What follows belongs to an exercise in optimizing a design on an open flow for small area, a short achievable clock period and few clock cycles; a production flow would make more cautious choices. Where RTL was checked, it was by simulation tests only, not by an equivalence proof against the original. Function not checked in runs 1 and 2: the RTL went through the layout flow alone. Power and IR drop assume default switching activity.

$ cat design/flow/run.sh
#!/bin/bash
# synth_recipe.tcl (not shown) runs the flow's synth.tcl, then flattens the netlist and writes it again
# the make line also repeats each setting of config.mk as NAME=value (left out here)
make -C /OpenROAD-flow-scripts/flow DESIGN_CONFIG=/design/flow/config.mk WORK_HOME=/design/flow/orfs CLKGATE_MAP_FILE= SYNTH_SCRIPT=/design/flow/synth_recipe.tcl finish
$ cat design/flow/config.mk
export PLATFORM = sky130hd
export DESIGN_NAME = proc
export DESIGN_NICKNAME = proc
export VERILOG_FILES = /design/flow/design.v
export SDC_FILE = /design/flow/constraint.sdc
export NUM_CORES = 4
export LEC_CHECK = 0
export ABC_AREA = 1
export CAP_MARGIN = 20
export CORE_MARGIN = 2
export CORE_UTILIZATION = 60
export SLEW_MARGIN = 20
$ cat design/flow/constraint.sdc
create_clock -name core_clock -period 10.0 [get_ports {clk}]
set_input_delay 2.0000 -clock core_clock [delete_from_list [all_inputs] [get_ports {clk}]]
set_output_delay 2.0000 -clock core_clock [all_outputs]
set_load 0.01 [all_outputs]
$ cat design/flow/design.v
module proc (
  input         clk,
  input         rst,
  output [15:0] imem_addr,
  input  [15:0] imem_rdata,
  input         imem_ready,
  output [15:0] dmem_addr,
  output [15:0] dmem_wdata,
  output        dmem_rd,
  output        dmem_wr,
  input  [15:0] dmem_rdata,
  input         dmem_ready,
  output        halt);
  localparam [15:0] NOP = 16'h0800;
  reg [15:0] ir;
  reg [15:0] pc2;
  reg [15:0] r0, r1, r2, r3, r4, r5, r6, r7;
  wire [4:0] op = ir[15:11];
  wire [1:0] fn = ir[1:0];
  wire op_halt  = (op == 5'b00000);
  wire op_j     = (op == 5'b00100);
  wire op_jr    = (op == 5'b00101);
  wire op_jal   = (op == 5'b00110);
  wire op_jalr  = (op == 5'b00111);
  wire op_addi  = (op == 5'b01000);
  wire op_subi  = (op == 5'b01001);
  wire op_xori  = (op == 5'b01010);
  wire op_andni = (op == 5'b01011);
  wire op_br    = (op[4:2] == 3'b011);
  wire op_st    = (op == 5'b10000);
  wire op_ld    = (op == 5'b10001);
  wire op_slbi  = (op == 5'b10010);
  wire op_stu   = (op == 5'b10011);
  wire op_shi   = (op[4:2] == 3'b101);
  wire op_lbi   = (op == 5'b11000);
  wire op_btr   = (op == 5'b11001);
  wire op_shr   = (op == 5'b11010);
  wire op_ar    = (op == 5'b11011);
  wire op_set   = (op[4:2] == 3'b111);
  wire op_mem   = op_st | op_ld | op_stu;
  wire rfmt     = op_ar | op_shr | op_set;         
  wire inv      = op_subi | (op_ar & fn == 2'b01) | (op == 5'b11101) | (op == 5'b11110);
  wire imm8f    = op_jr | op_jalr | op_lbi;        
  wire zx5      = op_xori | op_andni;
  wire [15:0] imm = imm8f ? {{8{ir[7]}}, ir[7:0]}
                          : {{11{ir[4] & ~zx5}}, ir[4:0]};
  function [15:0] rsel;
    input [2:0] s;
    input [15:0] a0, a1, a2, a3, a4, a5, a6, a7;
    case (s)
      3'd0: rsel = a0; 3'd1: rsel = a1; 3'd2: rsel = a2; 3'd3: rsel = a3;
      3'd4: rsel = a4; 3'd5: rsel = a5; 3'd6: rsel = a6; default: rsel = a7;
    endcase
  endfunction
  wire [15:0] rs = rsel(ir[10:8], r0, r1, r2, r3, r4, r5, r6, r7);
  wire [15:0] rt = rsel(ir[7:5],  r0, r1, r2, r3, r4, r5, r6, r7);
  wire pcrel = op_br | op_j | op_jal;
  wire [15:0] boff = (op_j | op_jal) ? {{5{ir[10]}}, ir[10:0]} : {{8{ir[7]}}, ir[7:0]};
  wire [15:0] y = rfmt ? rt : pcrel ? boff : imm;
  wire [15:0] x = pcrel ? pc2 : rs ^ {16{inv}};
  wire [16:0] sum = {1'b0, x} + {1'b0, y} + {16'b0, inv};
  wire [3:0] cnt  = op_shr ? rt[3:0] : ir[3:0];
  wire [1:0] sk   = op_shr ? fn : op[1:0];         
  wire [3:0] lamt = sk[1] ? (4'd0 - cnt) : cnt;
  wire [31:0] dbl = {rs, rs} << lamt;
  wire [15:0] rot = dbl[31:16];
  wire [15:0] mask_l = 16'hffff << cnt;
  wire [15:0] mask_r = 16'hffff >> cnt;
  wire [15:0] smask = ~sk[0] ? 16'hffff : sk[1] ? mask_r : mask_l;
  wire [15:0] shres = rot & smask;
  wire [15:0] xr = rs ^ y;
  wire eq  = ~|xr;
  wire ovf = (rt[15] ^ rs[15]) & (sum[15] ^ rt[15]);
  wire ge  = ~(sum[15] ^ ovf);                     
  reg setbit;
  always @* begin
    case (op[1:0])
      2'b00: setbit = eq;
      2'b01: setbit = ge & ~eq;                    
      2'b10: setbit = ge;                          
      default: setbit = sum[16];                   
    endcase
  end
  wire [15:0] btr;
  genvar g;
  generate for (g = 0; g < 16; g = g + 1) begin : rev
    assign btr[g] = rs[15 - g];
  end endgenerate
  wire arith = op_addi | op_subi | (op_ar & ~fn[1]) | op_stu;
  wire lxor  = op_xori | (op_ar & fn == 2'b10);
  wire landn = op_andni | (op_ar & fn == 2'b11);
  wire shf   = op_shi | op_shr;
  wire link  = op_jal | op_jalr;
  wire [15:0] res =
      ({16{arith}}  & sum[15:0])
    | ({16{lxor}}   & xr)
    | ({16{landn}}  & (rs & ~y))
    | ({16{shf}}    & shres)
    | ({16{op_set}} & {15'b0, setbit})
    | ({16{op_btr}} & btr)
    | ({16{op_lbi}} & imm)
    | ({16{op_slbi}} & {rs[7:0], ir[7:0]})
    | ({16{link}}   & pc2)
    | ({16{op_ld}}  & dmem_rdata);
  wire misal = op_mem & sum[0];
  assign dmem_addr  = {sum[15:1], 1'b0};
  assign dmem_wdata = rt;
  assign dmem_rd    = op_ld & ~sum[0];
  assign dmem_wr    = (op_st | op_stu) & ~sum[0];
  wire stop = op_halt | misal;
  wire hold = stop | ((dmem_rd | dmem_wr) & ~dmem_ready);
  assign halt = stop;
  wire wr = arith | lxor | landn | shf | op_set | op_btr | op_lbi | op_slbi | link | op_ld;
  wire [2:0] wsel = link ? 3'd7
                  : (op_lbi | op_slbi | op_stu) ? ir[10:8]
                  : (rfmt | op_btr) ? ir[4:2]
                  : ir[7:5];
  wire we = wr & ~hold;
  always @(posedge clk) begin
    if (we && wsel == 3'd0) r0 <= res;
    if (we && wsel == 3'd1) r1 <= res;
    if (we && wsel == 3'd2) r2 <= res;
    if (we && wsel == 3'd3) r3 <= res;
    if (we && wsel == 3'd4) r4 <= res;
    if (we && wsel == 3'd5) r5 <= res;
    if (we && wsel == 3'd6) r6 <= res;
    if (we && wsel == 3'd7) r7 <= res;
  end
  wire taken = op_br & (op[1] ? (rs[15] ^ op[0]) : ((rs == 16'b0) ^ op[0]));
  wire [15:0] nxt = (taken | op_j | op_jal | op_jr | op_jalr) ? sum[15:0] : pc2;
  assign imem_addr = {nxt[15:1], 1'b0};
  always @(posedge clk) begin
    if (rst) begin
      ir  <= NOP;
      pc2 <= 16'h0000;
    end else if (!hold) begin
      ir  <= imem_ready ? imem_rdata : NOP;
      pc2 <= imem_ready ? nxt + 16'd2 : nxt;
    end
  end
endmodule
==> results of run 1 <==
[stage by stage]
step,cells,utilization
floorplan,1624,-
global placement,1909,0.6573
detailed placement,1909,0.6573
CTS,1941,0.6865
global route,1941,0.6865
finish,1941,0.6865
[sequential cells by signal, summed over array words and instances, names as in the netlist]
signal and count:
ir 16, pc2 16, r0 16, r1 16
r2 16, r3 16, r4 16, r5 16
r6 16, r7 16
[kinds of logic after synthesis]
kind of cell	count (synthesis)	synth area share
xor gates and xnor gates	18	0.01389
adders and majority gates	38	0.04125
other	1	0.0003154
muxes	1	0.0008418
AOI/OAI and AO/OA	392	0.1957
buffers and inverters	335	0.1176
and+or+nand+nor	678	0.2533
DFF	160	0.3771
[final cells by class]
| cell class | instances | area, um^2 |
|---|---|---|
| clock buffers | 18 | 429.2 |
| multi-input cells | 1129 | 6028 |
| fillers | 1640 | 6102 |
| repair buffers | 108 | 1021 |
| inverters | 247 | 927.1 |
| clock inverters | 14 | 138.9 |
| flip-flops and latches | 160 | 4484 |
| well taps | 265 | 331.6 |
[worst min-delay path by stage]
stage	start	end	slack, ns
2_1_floorplan	pc2[12]	pc2[12]	0.47
3_3_place_gp	pc2[5]	pc2[5]	0.51
3_5_place_dp	pc2[5]	pc2[5]	0.51
4_1_cts	pc2[5]	pc2[5]	0.52
5_1_grt	pc2[5]	pc2[5]	0.56
6_report	pc2[5]	pc2[5]	0.54
[layer usage]
layer	GRT usage	wire length (um)	part of all wire
met1	0.5936	17010	0.38
met2	0.6107	18100	0.41
met3	0.1267	6496	0.15
met4	0.2238	2578	0.058
met5	0	0	0
[where the power goes]
group	total, uW	switching [uW]	internal, uW
logic	3310	2240	1080
registers	1040	105	931
clock network	636	304	331
[cells in the mapped netlist, types with 2 or more instances]
master,instances,area (um^2)
a211oi_1,17,127.6
a21o_1,2,15.01
a21oi_1,101,505.5
a221oi_1,30,262.8
a22o_1,7,61.31
a22oi_1,7,52.55
a31oi_1,3,18.77
buf_1,2,7.510
buf_2,20,100.1
buf_4,19,142.6
buf_6,6,67.56
clkbuf_1,41,153.9
dfxtp_1,32,640.6
edfxtp_1,128,3844
fa_1,2,40.04
ha_1,36,450.4
inv_1,234,878.3
inv_2,12,45.04
nand2_1,318,1194
nand2_2,10,62.56
nand3_1,93,465.5
nand3_2,9,90.09
nand3b_1,2,15.01
nand4_1,72,450.4
nor2_1,141,529.3
nor2_2,5,31.28
nor3_1,18,90.09
nor4_1,2,12.51
o2111ai_1,9,78.83
o211ai_1,11,82.58
o21a_1,3,22.52
o21ai_0,142,710.7
o21ai_1,18,90.09
o21ai_2,3,26.28
o21bai_1,5,37.54
o221ai_1,4,35.03
o22ai_1,25,156.4
or2_2,3,18.77
xnor2_1,4,35.03
xor2_1,13,113.9
[worst max-delay path: stages (launching register included)]
cell	delay, ns
dfxtp_1	0.37
inv_1	0.05
nor2_1	0.12
inv_1	0.05
nor2_1	0.14
clkinv_1	0.44
nor2_1	0.50
nor2_1	0.08
buf_4	0.22
inv_1	0.44
a21oi_1	0.07
o21ai_0	0.10
o21ai_0	0.11
inv_1	0.09
fa_1	0.18
inv_1	0.09
fa_1	0.45
nand3b_1	0.17
nand2_1	0.12
nand4_1	0.09
o211ai_1	0.14
a31oi_1	0.16
o21ai_0	0.29
xor2_1	0.41
nand2_1	0.12
nand2_1	0.13
clkdlybuf4s50_1	0.55
==> flow_metrics.py, run 1 <==
metrics = {
    "run_status": {
        "status": "timing/DRC/antenna clean",
    },
    "synthesis": {
        "ys_ff_latch": 160,
        "ys_types": 54,
        "avgSynthCellArea_um2": 7.327,
        "ys.flop_type": "edfxtp_1",
        "synth_cells": 1623,
        "ys_seq_area_frac": 0.3771,
        "synthArstFlopShare": 0,
        "synth_edf_count": 128,
        "syn_area_um2": 11890,
        "ys_warn_count": 1,
    },
    "place": {
        "globalplace.congestion": 1.057,
        "postPlaceCellArea_um2": 12790,
        "dp_hpwl_mm": 32.63,
        "post-place-ws_ns": 2.413,
        "port_buffers": 84,
    },
    "clock_network": {
        "clkTransAtPathRegs_ns": 0.07,
        "clock_latency_ns": 0.44,
        "cts_inserted_buffers": 17,
        "htree_levels": 4,
        "ctsResizeCount": 0,
        "post-cts-setup-buffer-count": 0,
        "holdBufCountCts": 0,
        "cts.sinks": 160,
        "cts_tree": "yes",
        "root_buffer": "clkbuf_16",
        "clockBufferDepth": 2,
    },
    "floorplan": {
        "die_h_um": 144.8,
        "die_w_um": 144.8,
        "start_util": 0.6110,
        "die-area_um2": 20960,
        "core-area_um2": 19460,
        "ios": 87,
        "rows": 51,
    },
    "power_and_ir_drop": {
        "ir_drop_mv": 0.2457,
        "p_per_area_nw_per_um2": 372.9,
        "cellLeakagePower_uw": 0.005797,
        "p_total_uw": 4982,
    },
    "global_route": {
        "grt.total_usage": 0.4300,
        "grt_max_degree": 43,
        "first_global_vias": 11250,
        "overflow": 0,
        "antenna_found_initial": 0,
        "grt_pass1_wl_mm": 66.22,
    },
    "timing": {
        "slew_violations": 0,
        "setup_viol_count_final": 0,
        "worst_slack_ns": 1.864,
        "fin_setup_tns_ns": 0,
        "period_minus_slack_ns": 8.136,
        "hold_slack_ns": 0.5384,
        "maxSlewHeadroom": 0.2007,
        "skew_ns": 0.01495,
        "rsz0062_at_grt": "false",
        "finalCritPeriodShare": 0.8136,
        "hold_viol": 0,
        "fmax_mhz": 122.9,
        "worstMarginPinSlew_ns": 1.195,
    },
    "min_path": {
        "worstHoldPathCells": 2,
        "min_path_type": "reg2reg",
    },
    "layout": {
        "antenna_cells": 0,
        "final_cell_area_um2": 13360,
        "area_growth_pct": 12.35,
        "layout_commonest_cell": "nand2_1",
        "drive_gt1_frac": 0.06265,
        "nets": 1737,
        "layout_common_cells": "nand2_1, inv_1, o21ai_0",
    },
    "critical_path": {
        "critPathLaunchType": "flop",
        "critPathKind": "reg2out",
        "reg2reg_to": "r7[0]",
        "critPathMaxFanout": 21,
        "rrSetupSlack_ns": 3.98,
        "critical_path_required_ns": 8.00,
        "crit_arrival_ns": 6.14,
        "end_kind": "primary output",
        "rr_worst_depth": 23,
        "startpoint": "ir[13]",
        "endpoint": "imem_addr[12]",
        "rr_startpoint": "ir[8]",
    },
    "drt": {
        "wl_per_cell_um": 22.77,
        "ant_nets": 0,
        "vias": 12510,
        "drt-pass1-iter-count": 6,
        "drt_iter0_drc": 2137,
        "routed_wl_mm": 44.19,
        "vias_per_cell": 6.444,
        "drc": 0,
    },
    "job": {
        "drv_cap": 0,
    },
}
==> run 2, diff against run 1 <==
--- a/design/flow/config.mk
+++ b/design/flow/config.mk
@@ -11,2 +11,3 @@
 export CORE_UTILIZATION = 60
+export SETUP_SLACK_MARGIN = 3
 export SLEW_MARGIN = 20
==> run 2 against run 1 <==
Fmax grew 18%; wire length grew 7.0%; worst hold slack is essentially flat; critical path depth shrank 7; via count grew 5.5%; register-to-register slack gained 0.88 ns; non-clock buffer count grew 66; sequential share of layout area shrank 2.0 points; synthesized cell count is the same; core utilization grew 4.8 points; largest power group unchanged; first-iteration DRC count grew 6.0%.
==> flow_metrics.py, run 2 <==
metrics = {
    "synthesis": {
        "syn_area_um2": 11890,
        "synth_edf_count": 128,
        "yosys.area.top_type": "edfxtp_1",
        "ys.flop_type": "edfxtp_1",
        "ys_warn_count": 1,
        "ys_types": 54,
        "synth_top_cell_area_share": 0.3232,
        "synth_common_cells": "nand2_1, inv_1, o21ai_0",
        "synth.area.top_cells": "edfxtp_1, nand2_1, inv_1",
        "synthArstFlopShare": 0,
        "synth_cells": 1623,
        "synth.most_common_cell": "nand2_1",
        "ys_ff_latch": 160,
        "ys_seq_area_frac": 0.3771,
        "avgSynthCellArea_um2": 7.327,
    },
    "run_status": {
        "status": "timing/DRC/antenna clean",
    },
    "global_route": {
        "first_global_vias": 11590,
        "grt_max_degree": 43,
        "grt.total_usage": 0.4413,
        "overflow": 0,
        "antenna_found_initial": 0,
        "grt_pass1_wl_mm": 67.83,
    },
    "clock_network": {
        "cts.sinks": 160,
        "clkTransAtPathRegs_ns": 0.07,
        "clock_latency_ns": 0.45,
        "root_buffer": "clkbuf_16",
        "holdBufCountCts": 0,
        "cts_tree": "yes",
        "htree_levels": 4,
        "cts_inserted_buffers": 17,
        "clockBufferDepth": 2,
    },
    "critical_path": {
        "cpPeakStageDelay_ns": 0.56,
        "crit_buf_inv": 6,
        "cp_cell_sequence": "inv_2, nand3_4, clkinvlp_4, buf_4, buf_4, a221oi_2, nand3_2, o21ai_1, inv_1, ha_1, nand2_1, o311a_1, o21ai_1, nand2_1, a21oi_1, xor2_1, nand2_1, nand2_2, clkdlybuf4s50_1",
        "critPathMaxFanout": 9,
        "critPathMostFrequentCell": "nand2_1",
        "critical_path_required_ns": 8.00,
        "rr_startpoint": "ir[7]",
        "crit_arrival_ns": 4.92,
        "startpoint": "ir[6]",
        "critPathLaunchType": "flop",
        "cp_top_family": "compound AO/OA/AOI/OAI gates",
        "critPathKind": "reg2out",
        "end_kind": "primary output",
        "slowest_stage": "clkdlybuf4s50_1",
    },
    "layout": {
        "layout_commonest_cell": "nand2_1",
        "nets": 1806,
        "area_growth_pct": 20.14,
        "antenna_cells": 0,
        "drive_gt1_frac": 0.1370,
        "final_cell_area_um2": 14290,
        "layout_common_cells": "nand2_1, inv_1, nor2_1",
    },
    "place": {
        "post-place-ws_ns": 2.413,
        "postPlaceCellArea_um2": 12790,
        "globalplace.congestion": 1.057,
        "dp_hpwl_mm": 32.63,
        "port_buffers": 84,
    },
    "timing": {
        "finalCritPeriodShare": 0.6923,
        "fin_setup_tns_ns": 0,
        "slew_violations": 0,
        "hold_viol": 0,
        "setup_viol_count_final": 0,
        "rsz0062_at_grt": "true",
        "worstMarginPinSlew_ns": 1.164,
        "worst_slack_ns": 3.077,
        "fmax_mhz": 144.4,
        "maxSlewHeadroom": 0.2207,
        "skew_ns": 0.01838,
        "period_minus_slack_ns": 6.923,
    },
    "drt": {
        "routed_wl_mm": 47.29,
        "drt-pass1-iter-count": 10,
        "drt_iter0_drc": 2266,
        "vias_per_cell": 6.562,
        "ant_nets": 0,
        "drc": 0,
        "vias": 13190,
        "wl_per_cell_um": 23.53,
    },
    "min_path": {
        "min_path_type": "reg2reg",
        "worstHoldStart": "pc2[5]",
    },
    "power_and_ir_drop": {
        "ir_drop_mv": 0.2504,
        "cellLeakagePower_uw": 0.006208,
        "p_total_uw": 5350,
        "p_per_area_nw_per_um2": 374.5,
    },
    "floorplan": {
        "core-area_um2": 19460,
        "die_h_um": 144.8,
        "die-area_um2": 20960,
        "rows": 51,
        "ios": 87,
        "start_util": 0.6110,
        "die_w_um": 144.8,
    },
    "job": {
        "drv_cap": 0,
    },
}
-- run 2: cell counts after synthesis --
No cell type changed its count.
-- run 2: cells by family after synthesis --
| kind of cell | share of synthesized area |
|---|---|
| xor+xnor | 0.01389 |
| other cells | 0.0003154 |
| buf+inv | 0.1176 |
| compound gates | 0.1957 |
| mux | 0.0008418 |
| simple gates | 0.2533 |
| fa+ha+maj | 0.04125 |
| flops | 0.3771 |
-- run 2: final cells by class --
cell class | instances | area [um^2]
multi-input cells | 1131 | 6316
flip-flops and latches | 160 | 4513
clock inverters | 14 | 138.9
repair buffers | 174 | 1574
well taps | 265 | 331.6
inverters | 247 | 978.4
fillers | 1529 | 5176
repair inverters | 1 | 5.005
clock buffers | 18 | 429.2
-- run 2: what timing repair did --
action                                  4_1_cts  5_1_grt
gates resized for setup                      53       65
pin swaps                                     7       19
endpoints found under the setup margin       27       18
cloned                                        0        3
hold endpoints to repair                      0        0
buffers inserted                             31       34
-- run 2: report_power, final --
group / switching [uW] / internal [uW] / leakage, uW
clock network: 307 / 331 / 0.000270
logic: 2390 / 1280 / 0.00449
registers: 110 / 937 / 0.00145
total: 2810 / 2540 / 0.00621
-- run 2: metrics by stage --
step,hold WS (ns),std cells,util
6_report,0.5387,2010,0.7340
5_1_grt,0.5560,2010,0.7340
4_1_cts,0.5234,1972,0.7075
3_5_place_dp,0.5130,1909,0.6573
3_3_place_gp,0.5065,1909,0.6573
2_1_floorplan,0.4685,1624,-
-- run 2: tightest hold or removal path, stage by stage, from the launching register on --
cell     delay, ns
dfxtp_1       0.36
nand2_1       0.08
a21oi_1       0.06
-- run 2: worst paths after layout --
check | to | slack [ns] | depth (start not counted)
max reg2reg | r4[14] | 4.86 | 17
min reg2reg | pc2[5] | 0.54 | 2
max | imem_addr[9] | 3.08 | 19
min | pc2[5] | 0.54 | 2
-- run 2: layer usage --
layer | up-vias | track usage | routed length [um]
li1 | 5808 | - | -
met1 | 5924 | 0.6054 | 17250
met2 | 1202 | 0.6212 | 19260
met3 | 256 | 0.1346 | 7641
met4 | 0 | 0.2432 | 3147
met5 | - | 0 | 0
==> run 3, diff against run 2 <==
--- a/design/flow/design.v
+++ b/design/flow/design.v
@@ -56,6 +56,4 @@
   wire [15:0] rt = rsel(ir[7:5],  r0, r1, r2, r3, r4, r5, r6, r7);
-  wire pcrel = op_br | op_j | op_jal;
-  wire [15:0] boff = (op_j | op_jal) ? {{5{ir[10]}}, ir[10:0]} : {{8{ir[7]}}, ir[7:0]};
-  wire [15:0] y = rfmt ? rt : pcrel ? boff : imm;
-  wire [15:0] x = pcrel ? pc2 : rs ^ {16{inv}};
+  wire [15:0] y = rfmt ? rt : imm;
+  wire [15:0] x = rs ^ {16{inv}};
   wire [16:0] sum = {1'b0, x} + {1'b0, y} + {16'b0, inv};
@@ -66,8 +64,10 @@
   wire [15:0] rot = dbl[31:16];
-  wire [15:0] mask_l = 16'hffff << cnt;
-  wire [15:0] mask_r = 16'hffff >> cnt;
-  wire [15:0] smask = ~sk[0] ? 16'hffff : sk[1] ? mask_r : mask_l;
+  reg  [15:0] smask;
+  integer i;
+  always @* begin
+    for (i = 0; i < 16; i = i + 1)
+      smask[i] = ~sk[0] | (sk[1] ? (i + cnt <= 15) : (i >= cnt));
+  end
   wire [15:0] shres = rot & smask;
-  wire [15:0] xr = rs ^ y;
-  wire eq  = ~|xr;
+  wire eq  = (rs == rt);
   wire ovf = (rt[15] ^ rs[15]) & (sum[15] ^ rt[15]);
@@ -95,3 +95,3 @@
       ({16{arith}}  & sum[15:0])
-    | ({16{lxor}}   & xr)
+    | ({16{lxor}}   & (rs ^ y))
     | ({16{landn}}  & (rs & ~y))
@@ -129,3 +129,7 @@
   wire taken = op_br & (op[1] ? (rs[15] ^ op[0]) : ((rs == 16'b0) ^ op[0]));
-  wire [15:0] nxt = (taken | op_j | op_jal | op_jr | op_jalr) ? sum[15:0] : pc2;
+  wire [15:0] boff = (op_j | op_jal) ? {{5{ir[10]}}, ir[10:0]} : {{8{ir[7]}}, ir[7:0]};
+  wire [15:0] btgt = pc2 + boff;
+  wire [15:0] nxt = (op_jr | op_jalr) ? sum[15:0]
+                  : (taken | op_j | op_jal) ? btgt
+                  : pc2;
   assign imem_addr = {nxt[15:1], 1'b0};
--- a/design/flow/config.mk
+++ b/design/flow/config.mk
@@ -7,7 +7,5 @@
 export LEC_CHECK = 0
-export ABC_AREA = 1
 export CAP_MARGIN = 20
 export CORE_MARGIN = 2
-export CORE_UTILIZATION = 60
-export SETUP_SLACK_MARGIN = 3
+export CORE_UTILIZATION = 30
 export SLEW_MARGIN = 20
==> run 3 against run 2 <==
Synthesized area increased by 13%; combinational power down 75%; clock-buffer cell count is 1 lower; non-clock buffer count is 54 lower; worst setup slack worse by 1.3 ns; worst hold slack better by 0.015 ns; sequential share of layout area decreased by 2.4 points; largest power group unchanged; global-route usage decreased by 23 points; clock power increased by 6.7%; largest cell class unchanged; critical path type unchanged.
==> flow_metrics.py, run 3 <==
metrics = {
    "timing": {
        "slew_violations": 0,
        "fin_setup_tns_ns": 0,
        "period_minus_slack_ns": 8.266,
        "skew_ns": 0.01830,
        "maxSlewHeadroom": 0.2043,
        "hold_viol": 0,
        "setup_viol_count_final": 0,
        "fmax_mhz": 121.0,
        "worstMarginPinSlew_ns": 1.181,
        "finalCritPeriodShare": 0.8266,
        "rsz0062_at_grt": "false",
    },
    "layout": {
        "area_growth_pct": 14.73,
        "drive_gt1_frac": 0.1051,
        "layout_common_cells": "nand2_1, edfxtp_1, a21oi_1",
        "nets": 1593,
        "layout_commonest_cell": "nand2_1",
        "antenna_cells": 0,
    },
    "drt": {
        "drt-pass1-iter-count": 6,
        "drt_iter0_drc": 1504,
        "wl_per_cell_um": 23.54,
        "drc": 0,
        "routed_wl_mm": 49.33,
        "vias_per_cell": 5.863,
        "ant_nets": 0,
        "vias": 12280,
    },
    "power_and_ir_drop": {
        "p_comb_frac": 0.379,
        "p_seq_frac": 0.338,
        "p_int_uw": 1492,
        "p_total_uw": 2400,
        "p_switching_uw": 907.7,
        "p_per_area_nw_per_um2": 156.2,
        "cellLeakagePower_uw": 0.005566,
        "ir_drop_mv": 0.1299,
        "power_switching_share": 0.3782,
        "pwr-share-clk": 0.284,
    },
    "floorplan": {
        "die_w_um": 215.3,
        "rows": 77,
        "ios": 87,
        "start_util": 0.3035,
        "core-area_um2": 44120,
        "die_h_um": 215.3,
        "die-area_um2": 46350,
    },
    "global_route": {
        "antenna_found_initial": 0,
        "grt_pass1_wl_mm": 73.80,
        "grt_max_degree": 42,
        "overflow": 0,
        "grt.total_usage": 0.2086,
        "first_global_vias": 11630,
    },
    "synthesis": {
        "ys_seq_area_frac": 0.3349,
        "syn_area_um2": 13390,
        "yosys.area.top_type": "edfxtp_1",
        "ys_ff_latch": 160,
        "synth.area.top_cells": "edfxtp_1, mux2i_1, ha_1",
        "synth_common_cells": "nand2_1, edfxtp_1, a21oi_1",
        "ys.flop_type": "edfxtp_1",
        "synthArstFlopShare": 0,
        "synth_edf_count": 128,
        "ys_warn_count": 1,
        "ys_types": 104,
        "synth_top_cell_area_share": 0.2870,
        "synth.most_common_cell": "nand2_1",
        "avgSynthCellArea_um2": 9.160,
        "synth_cells": 1462,
    },
    "clock_network": {
        "ctsResizeCount": 0,
        "post-cts-setup-buffer-count": 0,
        "cts_inserted_buffers": 17,
        "cts_tree": "yes",
        "root_buffer": "clkbuf_16",
        "clockBufferDepth": 2,
        "cts.sinks": 160,
        "holdBufCountCts": 0,
        "clkTransAtPathRegs_ns": 0.07,
        "clock_latency_ns": 0.46,
        "htree_levels": 4,
    },
    "critical_path": {
        "critPathLaunchType": "flop",
        "critPathMostFrequentCell": "a21oi_1",
        "slowest_stage": "dfxtp_1",
        "critical_path_required_ns": 8.00,
        "critPathKind": "reg2out",
        "end_kind": "primary output",
        "crit_arrival_ns": 6.27,
        "cpPeakStageDelay_ns": 0.90,
        "cp_cell_sequence": "nor2b_1, nand3_1, o2111ai_1, a21oi_1, a21oi_1, inv_1, ha_1, a21oi_1, nand2_1, a311o_1, a2111o_1, o311ai_0, nor2_1, a31oi_1, clkdlybuf4s50_1",
        "critPathMaxFanout": 26,
    },
    "min_path": {
        "min_path_type": "reg2reg",
    },
    "place": {
        "globalplace.congestion": 0.9758,
        "port_buffers": 84,
        "dp_hpwl_mm": 36.59,
    },
    "job": {
        "drv_cap": 0,
    },
    "run_status": {
        "status": "timing/DRC/antenna clean",
    },
}
## run 3: cell types whose count changed after synthesis, sizes merged, moves of 56 or more
| cell | change |
|---|---|
| inv | -193 |
| nand2 | -189 |
| mux2i | +94 |
| o21ai | -76 |
| nand4 | -65 |
| nand3 | -56 |
## run 3: area by class of cell
| class | instances | area (um^2) |
|---|---|---|
| Sequential cell | 160 | 4491 |
| Inverter | 56 | 210.2 |
| Timing Repair Buffer | 120 | 1111 |
| Fill cell | 4517 | 28760 |
| Clock inverter | 15 | 173.9 |
| Clock buffer | 17 | 425.4 |
| Multi-Input combinational cell | 1135 | 8213 |
| Tap cell | 592 | 740.7 |
## run 3: power groups by stage
stage	logic [uW]	registers (uW)	clock network, uW
floorplan	578	791	0
global placement	888	822	0
detailed placement	893	823	0
CTS	897	808	683
global route	976	814	710
finish	909	810	681
## run 3: path summary, 6_finish.rpt
path          start       endpoint  slack (ns)  depth (start not counted)
max          ir[14]  imem_addr[12]        1.73                         15
min          pc2[4]         pc2[4]        0.55                          2
max reg2reg  ir[12]          r2[2]        3.59                         13
min reg2reg  pc2[4]         pc2[4]        0.55                          2
## run 3: stage by stage
step	setup slack, ns	std cells	util	hold WS [ns]	area (um^2)
finish	1.734	2095	0.3482	0.5535	15360
global route	1.369	2095	0.3482	0.5950	15360
CTS	1.883	2095	0.3477	0.5535	15340
detailed placement	2.378	2063	0.3341	0.5382	14740
global placement	2.424	2063	0.3341	0.5272	14740
floorplan	3.384	1463	-	0.4615	13400
## run 3: worst max-delay path: cells and delay by family (launching register included)
family / cells / cell delay [ns]
fa+ha+maj: 1 / 0.26
simple gates: 4 / 1.07
buf+inv: 2 / 0.74
compound gates: 8 / 2.85
flops: 1 / 0.90
## run 3: metal layers
metal  global-route usage  vias to the layer above  routed length (um)
li1                     -                     5559                   -
met1               0.2813                     5997               21120
met2               0.3309                      602               22130
met3              0.04020                      124                4312
met4              0.07770                        0                1759
met5                    0                        -                   0
## run 3: kinds of logic after synthesis
group,synth area share
adder cells (fa/ha/maj),0.06372
other,0.0002800
multiplexers,0.1063
AND/OR/NAND/NOR,0.1553
AO/OA/AOI/OAI,0.2301
buffers and inverters,0.05998
XOR/XNOR,0.04943
flip-flops,0.3349
Testbench counts of run 3, summed over its fixed seeds: cycles 20,438.

## static timing again, ports no longer ideal
The results above use ideal ports. As a check the final layouts listed here were re-extracted and re-timed, cells and wires unchanged.
Step 1: set_driving_cell puts a clkbuf_16 on clk and a buf_2 on each other input, an assumption about the parent block.
Step 2 adds t to the input delays and takes it off the output delays; t is the mean of the earliest and latest rising clock arrival at the registers after step 1. Input paths then give back, and output paths get back, about the clock's delay inside the block.
Slacks: ideal / step 1 / step 2; pairs: ideal / step 1.
run | shift t [ns] | setup WS [ns] | hold slack, ns | slew at the worst register clock pin (ns) | cell pins on the clock port's net
run 1 | 0.482 | 1.864 / 1.814 / 2.297 | 0.538 / 0.538 / 0.538 | 0.08 / 0.08 | 1
run 2 | 0.484 | 3.077 / 3.029 / 3.513 | 0.539 / 0.539 / 0.539 | 0.08 / 0.08 | 1
run 3 | 0.505 | 1.734 / 1.676 / 2.181 | 0.553 / 0.553 / 0.553 | 0.08 / 0.08 | 1
After both steps every run listed still meets setup and hold.
